From an optimization exercise on the open Yosys and OpenROAD flow, aimed at small area; shortcuts taken in it are not production practice. In this exercise RTL edits were held to simulation tests only and were not proved equivalent to the original. The clock port is modelled as an ideal driver; clocking choices that lean on that would not hold on a real chip.

==> try-nickel: inputs <==
==> flow/design.v (excerpt) <==
module rc522 (
    input               clk,
    input               rst_n,
    input               miso,
    output              sclk,
    output              mosi,
    output              cs_n,
    output              rst,
    output reg [31:0]   UID,
    output              card_OK,
    output              RGB1_B,
    output              RGB1_G,
    output              RGB1_R,
    output              RGB2_B,
    output              RGB2_G,
    output              RGB2_R
);
    reg [9:0]   c;
    reg [8:0]   s;
    reg [2:0]   retry;
    reg         ok;
    wire [7:0]  rx;
    wire        step = (c == 10'd1020);
    reg         act;
    always @(*) begin
        case (s)
            51,52,53,54,55,56,57,58,59,60,61,
            63,64,65,66,67,68,69,
            71,
            74,75,76,77,78,79,
            84,86,88,90,92,94: act = 1'b1;
            default:           act = 1'b0;
        endcase
    end
    wire [15:0] w;
  ...
==> flow/config.mk <==
export PLATFORM = sky130hd
export DESIGN_NAME = rc522
export DESIGN_NICKNAME = rc522
export VERILOG_FILES = /design/flow/design.v
export SDC_FILE = /design/flow/constraint.sdc
export NUM_CORES = 4
export LEC_CHECK = 0
export CAP_MARGIN = 20
export CORE_MARGIN = 2
export CORE_UTILIZATION = 55
export SLEW_MARGIN = 20
==> flow/constraint.sdc <==
create_clock -name core_clock -period 10.0 [get_ports {clk}]
set_input_delay 2.0000 -clock core_clock [delete_from_list [all_inputs] [get_ports {clk}]]
set_output_delay 2.0000 -clock core_clock [all_outputs]
set_load 0.01 [all_outputs]
standard.sh (not shown) runs the stock make flow with config.mk's settings and CLKGATE_MAP_FILE= SYNTH_SCRIPT=/design/flow/synth_recipe.tcl, a recipe that flattens the netlist after the stock synthesis.
==> flow/flow/run.sh <==
#!/bin/bash
set -euo pipefail
export BUFFER_PORTS_ARGS="-buffer_cell sky130_fd_sc_hd__buf_1"
export CTS_ARGS="-sink_clustering_enable -repair_clock_nets -dont_use_dummy_load -buf_list sky130_fd_sc_hd__clkbuf_8"
bash standard.sh > flow_make.log 2>&1
==> inputs of try-tundra, as changes to try-nickel <==
--- a/flow/design.v
+++ b/flow/design.v
@@ -35,16 +35,18 @@
     output              RGB1_R,
     output              RGB2_B,
     output              RGB2_G,
     output              RGB2_R
 );
-    reg [9:0]   c;
+    reg [9:0]   cb;
+    wire [9:0]  c = ~cb;
     reg [8:0]   s;
     reg [2:0]   retry;
     reg         ok;
     wire [7:0]  rx;
     wire        step = (c == 10'd1020);
+    wire        last = s[8] & s[7] & s[6] & s[5] & s[4] & s[2] & s[0];
     reg         act;
     always @(*) begin
         case (s)
             51,52,53,54,55,56,57,58,59,60,61,
             63,64,65,66,67,68,69,
@@ -87,27 +89,25 @@
         .mosi   (mosi),
         .rx     (rx)
     );
     always @(posedge clk or negedge rst_n) begin
         if (!rst_n) begin
-            c     <= 10'd1021;
+            cb    <= 10'd2;
             s     <= 9'd0;
             retry <= 3'd0;
             UID   <= 32'd0;
         end else begin
-            c <= c + 10'd1;
+            cb <= cb - 10'd1;
             if (step && s == 9'd72 && ~rx[5]) begin
                 begin
-                    if (retry == 3'd5) begin
-                        retry <= 3'd0;
+                    retry <= {retry[1:0], ~retry[2]};
+                    if (retry[2] & ~retry[1])
                         s     <= 9'd62;
-                    end else begin
-                        retry <= retry + 3'd1;
+                    else
                         s     <= 9'd70;
-                    end
                 end
-            end else if (step && s == 9'd501)
+            end else if (step && last)
                 s <= 9'd62;
             else
                 s <= s + {8'd0, step};
             if (step) begin
                 case (s)
@@ -119,18 +119,18 @@
                 endcase
             end
         end
     end
     always @(posedge clk) begin
-        if (step && s == 9'd84)
+        if (step && s[4] && !s[3] && s[2] && !s[1] && !s[0])
             ok <= (rx == 8'd5);
-        if (step && s == 9'd96)
+        else if (step && s[5])
             ok <= ok & (rx == (UID[31:24] ^ UID[23:16] ^ UID[15:8]));
     end
     assign card_OK = ok & (s == 9'd97);
     assign rst     = ~(s == 9'd2);
-    wire led = (s >= 9'd99) && (s <= 9'd500);
+    wire led = (s >= 9'd99) && !last;
     wire led1 = led & (UID == 32'h2359A629);
     wire led2 = led & (UID == 32'hF3F3A414);
     assign RGB1_B = led1;
     assign RGB1_G = led1;
     assign RGB1_R = led1;
==> flow/flow/run.sh (replaced) <==
#!/bin/bash
set -euo pipefail
export POST_FLOORPLAN_TCL="$PWD/flow/area_opt.tcl"
export BUFFER_PORTS_ARGS="-buffer_cell sky130_fd_sc_hd__buf_1"
export CTS_ARGS="-sink_clustering_enable -repair_clock_nets -dont_use_dummy_load -buf_list sky130_fd_sc_hd__clkbuf_4"
export POST_CTS_TCL="$PWD/flow/clock_fix.tcl"
bash standard.sh > flow_make.log 2>&1
==> flow/flow/area_opt.tcl (new file) <==
# Sourced by ORFS floorplan.tcl (POST_FLOORPLAN_TCL hook).
# 1. Re-map the combinational logic for area with OpenROAD's restructure (ABC inside);
#    registers are left as they are.
# 2. Remove synthesis buffers, then swap each cell for the smallest cell of its family
#    (same name but for the drive-strength suffix: same function and pins).
set rdir [file join $::env(OBJECTS_DIR) restructure]
file mkdir $rdir
set ::ao_dont_use {}
if {[info exists ::env(DONT_USE_CELLS)]} { set ::ao_dont_use $::env(DONT_USE_CELLS) }
proc area_opt_dont_use {name} {
  foreach p $::ao_dont_use { if {[string match $p $name]} { return 1 } }
  return 0
}
# restructure hands ABC the liberty file as it is, don't-use cells included, so give it a
# copy of the library without them.
set lib [file join $rdir lib_allowed.lib]
set fin [open [lindex $::env(LIB_FILES) 0] r]
set fout [open $lib w]
set skip 0
set depth 0
while {[gets $fin line] >= 0} {
  if {!$skip && [regexp {^\s*cell\s*\(\s*"?([A-Za-z0-9_]+)"?\s*\)} $line -> cname] && [area_opt_dont_use $cname]} {
    set skip 1
    set depth 0
  }
  if {$skip} {
    incr depth [expr {[string length $line] - [string length [string map {"\{" ""} $line]]}]
    incr depth [expr {[string length [string map {"\}" ""} $line]] - [string length $line]}]
    if {$depth <= 0 && [string first "\}" $line] >= 0} { set skip 0 }
    continue
  }
  puts $fout $line
}
close $fin
close $fout
puts "area_opt: area before restructure [format %.1f [expr {[rsz::design_area]*1e12}]]"
restructure -target area -liberty_file $lib \
  -tielo_port sky130_fd_sc_hd__conb_1/LO -tiehi_port sky130_fd_sc_hd__conb_1/HI \
  -work_dir $rdir -abc_logfile [file join $rdir abc.log]
puts "area_opt: area after restructure [format %.1f [expr {[rsz::design_area]*1e12}]]"

remove_buffers
set db [ord::get_db]
set block [ord::get_db_block]
array set fam {}
foreach l [$db getLibs] {
  foreach m [$l getMasters] {
    set n [$m getName]
    if {[$m getType] ne "CORE"} continue
    if {![regexp {^(sky130_fd_sc_hd__[a-z0-9]+)_([0-9]+)$} $n -> base drv]} continue
    set skip 0
    foreach p $::ao_dont_use { if {[string match $p $n]} { set skip 1 } }
    if {$skip} continue
    if {[llength [get_lib_cells $n]] == 0} continue
    lappend fam($base) [list [expr {[$m getWidth] * [$m getHeight]}] $n]
  }
}
set swapped 0
foreach inst [$block getInsts] {
  set m [$inst getMaster]
  set n [$m getName]
  if {![regexp {^(sky130_fd_sc_hd__[a-z0-9]+)_([0-9]+)$} $n -> base drv]} continue
  if {![info exists fam($base)]} continue
  set best [lindex [lsort -real -index 0 $fam($base)] 0]
  if {[lindex $best 0] < [$m getWidth] * [$m getHeight]} {
    replace_cell [$inst getName] [lindex $best 1]
    incr swapped
  }
}
puts "area_opt: swapped $swapped cells for smaller ones; area now [format %.1f [expr {[rsz::design_area]*1e12}]]"

# refuse to go on with a don't-use cell in the design
foreach inst [[ord::get_db_block] getInsts] {
  set n [[$inst getMaster] getName]
  foreach p $::ao_dont_use {
    if {[string match $p $n]} { error "area_opt: don't-use cell $n on [$inst getName]" }
  }
}
==> flow/flow/clock_fix.tcl (new file) <==
set limit_ps 95.0
estimate_parasitics -placement
set block [ord::get_db_block]
set up 0
foreach inst [$block getInsts] {
  if {[[$inst getMaster] getName] ne "sky130_fd_sc_hd__clkbuf_4"} continue
  set net [[$inst findITerm X] getNet]
  if {$net eq "NULL" || [$net getSigType] ne "CLOCK"} continue
  set worst 0.0
  foreach it [$net getITerms] {
    if {[$it isOutputSignal]} continue
    # only flip-flop clock pins are limited
    if {![string match "sky130_fd_sc_hd__*df*" [[[$it getInst] getMaster] getName]]} continue
    set pin [get_pins "[[$it getInst] getName]/[[$it getMTerm] getName]"]
    foreach e {rise fall} {
      set s [expr {[sta::time_ui_sta [get_property $pin slew_max_$e]] * 1e12}]
      if {$s > $worst} { set worst $s }
    }
  }
  if {$worst > $limit_ps} {
    replace_cell [$inst getName] sky130_fd_sc_hd__clkbuf_8
    incr up
    puts "clock_fix: [$inst getName] slew [format %.1f $worst] ps -> clkbuf_8"
  }
}
puts "clock_fix: upsized $up clock buffers"
if {$up > 0} {
  detailed_placement
  check_placement -verbose
  estimate_parasitics -placement
}
set worst 0.0
foreach pin [all_registers -clock_pins -edge_triggered] {
  foreach e {rise fall} {
    set s [expr {[sta::time_ui_sta [get_property $pin slew_max_$e]] * 1e12}]
    if {$s > $worst} { set worst $s }
  }
}
puts "clock_fix: worst flip-flop clock slew now [format %.1f $worst] ps"
- ABC_AREA: not set -> 1
- CORE_UTILIZATION: 55 -> 80
==> reports/qor_table.md <==
| Result | Value |
| --- | --- |
| Multi-input gate share of total cell area | 39.3% |
| Synthesized Nets | 526 |
| Grt met2 use | 49.6% |
| Die area | 5620 sq um |
| Mapped Area | 4030 sq um |
| Simple-gate area share of the yosys netlist | 33.0% |
| Status | finished clean |
| Syn Area/Cell | 7.79 sq um |
| Combined global-route utilization of all metal layers | 36.4% |
The numbers above come from try-tundra.

==> reports/qor_table.md <==
| Result | Value |
| --- | --- |
| Grt met2 use | 36.0% |
| Total of plain and repair buffers excluding clock buffers | 46 |
| Depth of the critical timing path with buffers and inverters included | 6 |
| DRC violation total after the first TritonRoute iteration | 251 |
| Synthesized Nets | 396 |
| Status | finished clean |
| Simple-gate area share of the yosys netlist | 22.0% |
| Combined global-route utilization of all metal layers | 25.6% |
The numbers above come from try-nickel.

-- afterwards: timing with drivers on the ports --
Ports are ideal in the flow. The routed layouts listed here were re-timed in OpenROAD.
Step 1 sets driving cells, clkbuf_16 on the clock port and buf_2 on the other inputs (assumed; they add their load-dependent delay and slew).
Step 2 moves the port delays by t, midway between the first and last clock arrival at a register: inputs arrive t later, outputs are due t later. That takes back most of the time a late clock gives input paths.
Three values: ideal ports, drivers, drivers and shift; two values: the first two.
run	shift t [ns]	setup slack, ns	worst register clock-pin slew, ns
try-nickel	0.360	5.356 / 5.323 / 5.684	0.08 / 0.08
try-tundra	0.430	4.698 / 4.671 / 5.101	0.09 / 0.09
After both steps every run listed still meets setup and hold.
